Source: an optimization exercise on an open RTL-to-GDS flow (aim: small area). Production flows keep margins and buffers that such runs may drop.
Function was checked by simulation only, so behaviour that the tests miss may differ from the original.

==> flow/design.v, too long to show whole: its modules and the start of the top module <==
// module qr_fa: 4 lines
// module qr_ha: 4 lines
// module qr_xor2: 3 lines
// module qr_xnor2: 3 lines
// module qr_nand2: 3 lines
// module qr_aoi21: 3 lines
// module qr_oai21: 3 lines
// module qr_mux2i: 3 lines
// module qr_mux2: 3 lines
// module qr_nand2b: 3 lines
// module qr_add32: 22 lines
// module qr_inv: 3 lines
// module multiple_rounds: 6986 lines
module multiple_rounds #(parameter N = 32, parameter M = 20)(
  input clk, input rst,
  input wire [N-1:0] a,
  input wire [N-1:0] b,
  input wire [N-1:0] c,
  input wire [N-1:0] d,
  output wire [N-1:0] a_out,
  output wire [N-1:0] b_out,
  output wire [N-1:0] c_out,
  output wire [N-1:0] d_out,
  output reg ready);
  // ...
==> flow/run.sh <==
#!/bin/bash
# synth_recipe.tcl (not shown) runs the flow's synth.tcl, then flattens the netlist and writes it again
# the make line also repeats each setting of config.mk as NAME=value (left out here)
make -C /OpenROAD-flow-scripts/flow DESIGN_CONFIG=/design/flow/config.mk WORK_HOME=/design/flow/orfs CLKGATE_MAP_FILE= SYNTH_SCRIPT=/design/flow/synth_recipe.tcl finish
==> flow/config.mk <==
export PLATFORM = sky130hd
export DESIGN_NAME = multiple_rounds
export DESIGN_NICKNAME = multiple_rounds
export VERILOG_FILES = /design/flow/design.v
export SDC_FILE = /design/flow/constraint.sdc
export NUM_CORES = 4
export LEC_CHECK = 0
export CAP_MARGIN = 20
export CORE_MARGIN = 2
export CORE_UTILIZATION = 60
export PLACE_DENSITY = 0.7
export SLEW_MARGIN = 20
==> flow/constraint.sdc <==
create_clock -name core_clock -period 18.0 [get_ports {clk}]
set_input_delay 3.6000 -clock core_clock [delete_from_list [all_inputs] [get_ports {clk}]]
set_output_delay 3.6000 -clock core_clock [all_outputs]
set_load 0.01 [all_outputs]
==> results.txt, run 1 <==
# TYPE chip_impl_metric gauge
chip_impl_info{name="critical_path.endpoint_type",value="register"} 1
chip_impl_metric{name="use_met1",unit=""} 0.614
chip_impl_info{name="tritoncts",value="built"} 1
chip_impl_metric{name="grt.total_usage",unit=""} 0.472
chip_impl_metric{name="cts_setup_buffers",unit=""} 0
chip_impl_metric{name="synth.distinct_cells",unit=""} 93
chip_impl_metric{name="first_global_vias",unit=""} 67500
chip_impl_metric{name="finalSetupViolations",unit=""} 0
chip_impl_metric{name="worst_reg_to_reg_setup_slack",unit="ns"} 0.28
chip_impl_metric{name="synth-xor-area-share",unit=""} 0.220
chip_impl_metric{name="fin_util",unit=""} 0.680
chip_impl_metric{name="number_of_input_and_output_port_buffers_inserted",unit=""} 258
chip_impl_metric{name="post_synth_inst_count",unit=""} 8549
chip_impl_info{name="status",value="complete, no violations"} 1
chip_impl_metric{name="gr-usage-met3",unit=""} 0.210
chip_impl_metric{name="reg2regPathDepth",unit=""} 45
chip_impl_metric{name="multiInputCombCellCount",unit=""} 6511
chip_impl_metric{name="postRouteWirelength",unit="µm"} 358000
chip_impl_metric{name="row_cnt",unit=""} 139
chip_impl_metric{name="signal_buffers",unit=""} 269
chip_impl_metric{name="groute.layer.met2.usage",unit=""} 0.647
chip_impl_metric{name="coreArea",unit="µm²"} 144000
chip_impl_metric{name="drive_gt1_frac",unit=""} 0.0445
chip_impl_info{name="min_path_type",value="register to register"} 1
chip_impl_metric{name="drt_drc_violations_left",unit=""} 0
chip_impl_metric{name="ant_nets",unit=""} 0
chip_impl_metric{name="timing_worst_slew_pin_value",unit="ns"} 1.26
chip_impl_info{name="yosys-top-cells-area",value="sky130_fd_sc_hd__dfxtp_1, sky130_fd_sc_hd__ha_1, sky130_fd_sc_hd__xor2_1"} 1
chip_impl_metric{name="tritoncts_sinks",unit=""} 1422
chip_impl_metric{name="routed-wl-met3",unit="µm"} 55000
chip_impl_info{name="synth_top_flop_cell",value="sky130_fd_sc_hd__dfxtp_1"} 1
chip_impl_metric{name="layout.area.seq",unit="µm²"} 28500
chip_impl_metric{name="synth-async-reset-ratio",unit=""} 0.00774
chip_impl_metric{name="placedCellCount",unit=""} 10700
chip_impl_metric{name="routed_wire_length_per_instance",unit="µm"} 32.6
chip_impl_info{name="most_common_cell_after_layout_fill_and_taps_aside",value="sky130_fd_sc_hd__dfxtp_1"} 1
chip_impl_metric{name="route.met2.wl",unit="µm"} 138000
chip_impl_metric{name="worstSetupPathDepth",unit=""} 45
chip_impl_metric{name="routed_via_density",unit=""} 6.39
==> inputs of run 2 (changes only) <==
==> flow/flow/run.sh (new file) <==
#!/bin/bash
# The standard layout, with minimum-size buffers on the ports instead of
# the delay-cell buffers buffer_ports picks by default. The whole make output
# is kept in standard_flow.log; ORFS keeps each tool's log under orfs/logs/.
bash standard.sh "BUFFER_PORTS_ARGS=-buffer_cell sky130_fd_sc_hd__buf_1" finish > standard_flow.log 2>&1
==> flow/standard.sh (new file) <==
#!/bin/bash
# synth_recipe.tcl (not shown) runs the flow's synth.tcl, then flattens the netlist and writes it again
# the make line also repeats each setting of config.mk as NAME=value (left out here)
make -C /OpenROAD-flow-scripts/flow DESIGN_CONFIG=/design/flow/config.mk WORK_HOME=/design/flow/orfs CLKGATE_MAP_FILE= SYNTH_SCRIPT=/design/flow/synth_recipe.tcl "${@:-finish}"
--- a/flow/config.mk
+++ b/flow/config.mk
@@ -8,5 +8,8 @@
 export CAP_MARGIN = 20
 export CORE_MARGIN = 2
 export CORE_UTILIZATION = 60
+export CTS_BUF_LIST = sky130_fd_sc_hd__clkbuf_16
+export CTS_CLUSTER_DIAMETER = 60
+export CTS_CLUSTER_SIZE = 20
 export PLACE_DENSITY = 0.7
 export SLEW_MARGIN = 20
removed: flow/run.sh
==> run 2 against run 1 <==
Still clean on timing, DRC and antenna. Area after synthesis is the same. Via count is 2.4% lower. Cell count fell by 0.68%. Worst setup slack better by 0.053 ns. Wire length down 1.8%. Cell area is 3.1% lower. First-iteration DRC count fell by 19%. Non-clock buffer count is 12 higher. Critical path type unchanged.
==> results.txt, run 2 <==
# TYPE chip_impl_metric gauge
chip_impl_info{name="status",value="complete, no violations"} 1
chip_impl_metric{name="die_area",unit="µm²"} 148000
chip_impl_metric{name="routed-wl-met3",unit="µm"} 38300
chip_impl_metric{name="largest_reg_flops",unit=""} 10
chip_impl_info{name="crit_slowest_cell",value="sky130_fd_sc_hd__fa_1"} 1
chip_impl_info{name="critical_path.endpoint_type",value="register"} 1
chip_impl_metric{name="worst_skew_pair.late_latency",unit="ns"} 0.80
chip_impl_info{name="top_register",value="valid"} 1
chip_impl_metric{name="fillers",unit=""} 11300
chip_impl_metric{name="dp_hpwl",unit="µm"} 301000
chip_impl_metric{name="drv_slew",unit=""} 0
chip_impl_metric{name="gp_routability_congestion",unit=""} 1.15
chip_impl_metric{name="timing_worst_slew_pin_value",unit="ns"} 1.27
chip_impl_metric{name="grt.total_usage",unit=""} 0.471
chip_impl_info{name="commonest_non_fill_non_tap_cells_in_the_layout",value="sky130_fd_sc_hd__dfxtp_1, sky130_fd_sc_hd__xor2_1, sky130_fd_sc_hd__ha_1"} 1
chip_impl_metric{name="route.layer.met1.wl",unit="µm"} 127000
chip_impl_metric{name="initial_utilization",unit=""} 0.605
chip_impl_metric{name="layout_worst_path_cycle_share",unit=""} 0.981
chip_impl_metric{name="coreArea",unit="µm²"} 144000
chip_impl_metric{name="routed_wire_length_per_instance",unit="µm"} 32.2
chip_impl_metric{name="cts_buffer_depth",unit=""} 3
chip_impl_metric{name="mappedNetlistArea",unit="µm²"} 87200
chip_impl_metric{name="critical_path_required_time",unit="ns"} 18.65
chip_impl_metric{name="dieHeight",unit="µm"} 385
chip_impl_info{name="synth_top_flop_cell",value="sky130_fd_sc_hd__dfxtp_1"} 1
chip_impl_metric{name="first_global_vias",unit=""} 67000
chip_impl_metric{name="grt_antenna_before_repair",unit=""} 18
chip_impl_metric{name="nNetsFinal",unit=""} 10400
chip_impl_metric{name="routed_via_density",unit=""} 6.27
chip_impl_metric{name="synth-xor-area-share",unit=""} 0.220
chip_impl_info{name="min_path_type",value="register to register"} 1
chip_impl_metric{name="number_of_input_and_output_port_buffers_inserted",unit=""} 258
chip_impl_metric{name="post_cts_hold_buffer_count",unit=""} 0
chip_impl_info{name="tritoncts",value="built"} 1
chip_impl_info{name="yosysMostFrequentCell",value="sky130_fd_sc_hd__dfxtp_1"} 1
chip_impl_metric{name="worst_setup_hold_path_clk_slew",unit="ns"} 0.08
chip_impl_metric{name="drive_gt1_frac",unit=""} 0.0384
chip_impl_info{name="grt_setup_unrepaired",value="true"} 1
chip_impl_metric{name="max_cap_viols",unit=""} 0
chip_impl_metric{name="layout.area.seq",unit="µm²"} 28500
chip_impl_metric{name="row_cnt",unit=""} 139
chip_impl_metric{name="max-slew-margin-rel",unit=""} 0.150
chip_impl_info{name="startpoint_type",value="register"} 1
chip_impl_metric{name="hold_violations",unit=""} 0
chip_impl_metric{name="ios",unit=""} 259
chip_impl_metric{name="timing.fmax",unit="MHz"} 56.6
chip_impl_metric{name="synth.distinct_cells",unit=""} 93
chip_impl_metric{name="post_synth_fa_ha_maj_area_fraction",unit=""} 0.224
chip_impl_metric{name="syn_avg_cell_area",unit="µm²"} 10.2
chip_impl_metric{name="path_max_fanout",unit=""} 2
chip_impl_metric{name="grt_max_degree",unit=""} 83
chip_impl_metric{name="wire_length_of_the_first_global_routing_pass",unit="µm"} 488000
chip_impl_metric{name="yosys_synthesis_warning_count",unit=""} 2
chip_impl_metric{name="cp_data_arrival_time",unit="ns"} 18.31
chip_impl_metric{name="width_of_the_chip",unit="µm"} 385
chip_impl_info{name="synth_top_family_by_area",value="adder cells"} 1
chip_impl_info{name="most_common_cell_after_layout_fill_and_taps_aside",value="sky130_fd_sc_hd__dfxtp_1"} 1
chip_impl_metric{name="drt_drc_violations_left",unit=""} 0
chip_impl_metric{name="tritoncts_sinks",unit=""} 1422
chip_impl_metric{name="post_synth_and_or_nand_nor_area_fraction",unit=""} 0.0777
chip_impl_metric{name="synth_fp_nets",unit=""} 10100
chip_impl_info{name="crit_top_cell",value="sky130_fd_sc_hd__fa_1"} 1
chip_impl_metric{name="min_path_cells",unit=""} 0
chip_impl_metric{name="post_synthesis_mux_area_share",unit=""} 0.000115
chip_impl_info{name="top_layer_used",value="met5"} 1
chip_impl_metric{name="ant_nets",unit=""} 0
chip_impl_metric{name="synth-async-reset-ratio",unit=""} 0.00774
chip_impl_info{name="yosys-top-cells-area",value="sky130_fd_sc_hd__dfxtp_1, sky130_fd_sc_hd__ha_1, sky130_fd_sc_hd__xor2_1"} 1
chip_impl_metric{name="syn2layout_area_growth",unit="%"} 8.87
chip_impl_info{name="synth_common_cells",value="sky130_fd_sc_hd__dfxtp_1, sky130_fd_sc_hd__xor2_1, sky130_fd_sc_hd__ha_1"} 1
chip_impl_metric{name="multi_input_area",unit="µm²"} 56600
chip_impl_info{name="synth_top_cell_by_area",value="sky130_fd_sc_hd__dfxtp_1"} 1
chip_impl_metric{name="drtPass1Iterations",unit=""} 6
chip_impl_metric{name="total_gr_overflow",unit=""} 0
chip_impl_metric{name="fin_util",unit=""} 0.659
chip_impl_metric{name="cts_made_buffers",unit=""} 116
chip_impl_metric{name="postLayoutSetupSlackWorst",unit="ns"} 0.336
chip_impl_metric{name="critical-path-max-stage-delay",unit="ns"} 0.60
chip_impl_metric{name="htree_levels",unit=""} 3
chip_impl_metric{name="reg2regPathDepth",unit=""} 46
chip_impl_info{name="timing.setup.critical_path_class",value="register to register"} 1
chip_impl_metric{name="drt_iter0_markers",unit=""} 7755
chip_impl_metric{name="place_ws",unit="ns"} -0.0753
chip_impl_metric{name="share_of_the_synthesized_area_in_compound_gates_ao_oa_aoi_oai",unit=""} 0.124
chip_impl_metric{name="route.vias.total",unit=""} 68500
chip_impl_metric{name="clock_skew",unit="ns"} 0.0712
chip_impl_metric{name="yosysSeqAreaShare",unit=""} 0.327
chip_impl_metric{name="route.met2.wl",unit="µm"} 151000
chip_impl_info{name="clock_tree_root_driver_cell",value="sky130_fd_sc_hd__clkbuf_16"} 1
chip_impl_metric{name="synth_enable_flop_cells",unit=""} 0
chip_impl_metric{name="synth.ff_latch_count",unit=""} 1422
chip_impl_metric{name="finalSetupViolations",unit=""} 0
chip_impl_metric{name="post_synth_inst_count",unit=""} 8549
chip_impl_metric{name="synthDominantCellAreaShare",unit=""} 0.324
chip_impl_metric{name="postRouteWirelength",unit="µm"} 352000
chip_impl_metric{name="minimum_period_implied_by_the_final_worst_setup_slack",unit="ns"} 17.66
## run 2: changes by cell type in the layout (fill, tap and decap cells not counted), moves of 11 or more
cell / previous run / this run
sky130_fd_sc_hd__buf_1: 0 / 258
sky130_fd_sc_hd__bufinv_16: 24 / 3
sky130_fd_sc_hd__clkbuf_1: 11 / 0
sky130_fd_sc_hd__clkbuf_16: 151 / 116
sky130_fd_sc_hd__clkbuf_8: 17 / 0
sky130_fd_sc_hd__clkdlybuf4s50_1: 258 / 0
sky130_fd_sc_hd__clkinv_2: 25 / 4
sky130_fd_sc_hd__clkinv_8: 2 / 21
sky130_fd_sc_hd__diode_2: 19 / 8
## run 2: final timing paths
path,end,slack (ns),from
min reg2reg,r7_k22_s23,0.29,r6_k22_s23
max,r8_k26_z19,0.34,r7_k23_z14
max reg2reg,r8_k26_z19,0.34,r7_k23_z14
min,r7_k22_s23,0.29,r6_k22_s23
max in group asynchronous,valid[10],14.85,rst
min in group asynchronous,ready,2.76,rst
## run 2: kinds of logic after synthesis
| group | count (synthesis) |
|---|---|
| buf+inv | 616 |
| fa+ha+maj | 1384 |
| mux | 1 |
| xor+xnor | 2127 |
| flops | 1422 |
| compound gates | 1624 |
| other cells | 1 |
| simple gates | 1374 |
## run 2: layout make-up
type,instances,area share
Timing Repair Buffer,281,0.0124
Clock buffer,116,0.0306
Antenna cell,8,0.000211
Clock inverter,86,0.0117
Inverter,597,0.0236
Tap cell,1903,0.0251
Multi-Input combinational cell,6511,0.596
Sequential cell,1422,0.300
## run 2: routing by layer
layer / global-route usage / up-vias
li1: - / 29900
met2: 0.713 / 4351
met3: 0.149 / 1457
met1: 0.549 / 32800
met4: 0.380 / 10
met5: 0 / -
## run 2: critical path: cells and delay by family, from the launching register on
kind / cells / cell delay, ns
XOR/XNOR: 5 / 0.86
adder cells (fa/ha/maj): 35 / 15.80
buffers and inverters: 6 / 0.50
flip-flops: 1 / 0.33
## run 2: through the flow
stage | TNS, ns | cell area [µm²] | hold slack, ns | std cells
after floorplan | 0 | 87200 | 0.310 | 8549
after global placement | 0 | 90500 | 0.311 | 10700
after detailed placement | -0.0753 | 90500 | 0.313 | 10700
after CTS | 0 | 94600 | 0.296 | 10900
after global routing | -0.0308 | 94900 | 0.300 | 10900
final | 0 | 94900 | 0.295 | 10900
## run 2: what timing repair did
action                     in CTS  in global routing
resized for setup               5                 13
setup endpoints to repair       2                  6
pin swaps                       1                  2
buffers inserted                5                  1

re-timing with driven ports:
In the flow no input, the clock included, has a driving cell. The finished layouts below were timed again as built, in two steps.
Step 1, drivers: a clkbuf_16 drives clk and a buf_2 each remaining input, both assumed.
Step 2 moves the port delays by t, midway between the first and last clock arrival at a register: inputs arrive t later, outputs are due t later. That takes back most of the time a late clock gives input paths.
Slacks: ideal ports / drivers / drivers and shift; pairs: ideal ports / drivers.
| run | t (ns) | slack for setup (ns) | worst setup path after step 2 | latest minus earliest clock arrival (ns) | worst slew at a driven data input, ns |
|---|---|---|---|---|---|
| run 1 | 0.901 | 0.283 / 0.283 / 0.283 | register to register | 0.073 / 0.072 | 0.07 |
| run 2 | 0.844 | 0.336 / 0.336 / 0.336 | register to register | 0.071 / 0.071 | 0.08 |
After both steps setup and hold are still met in every run listed.
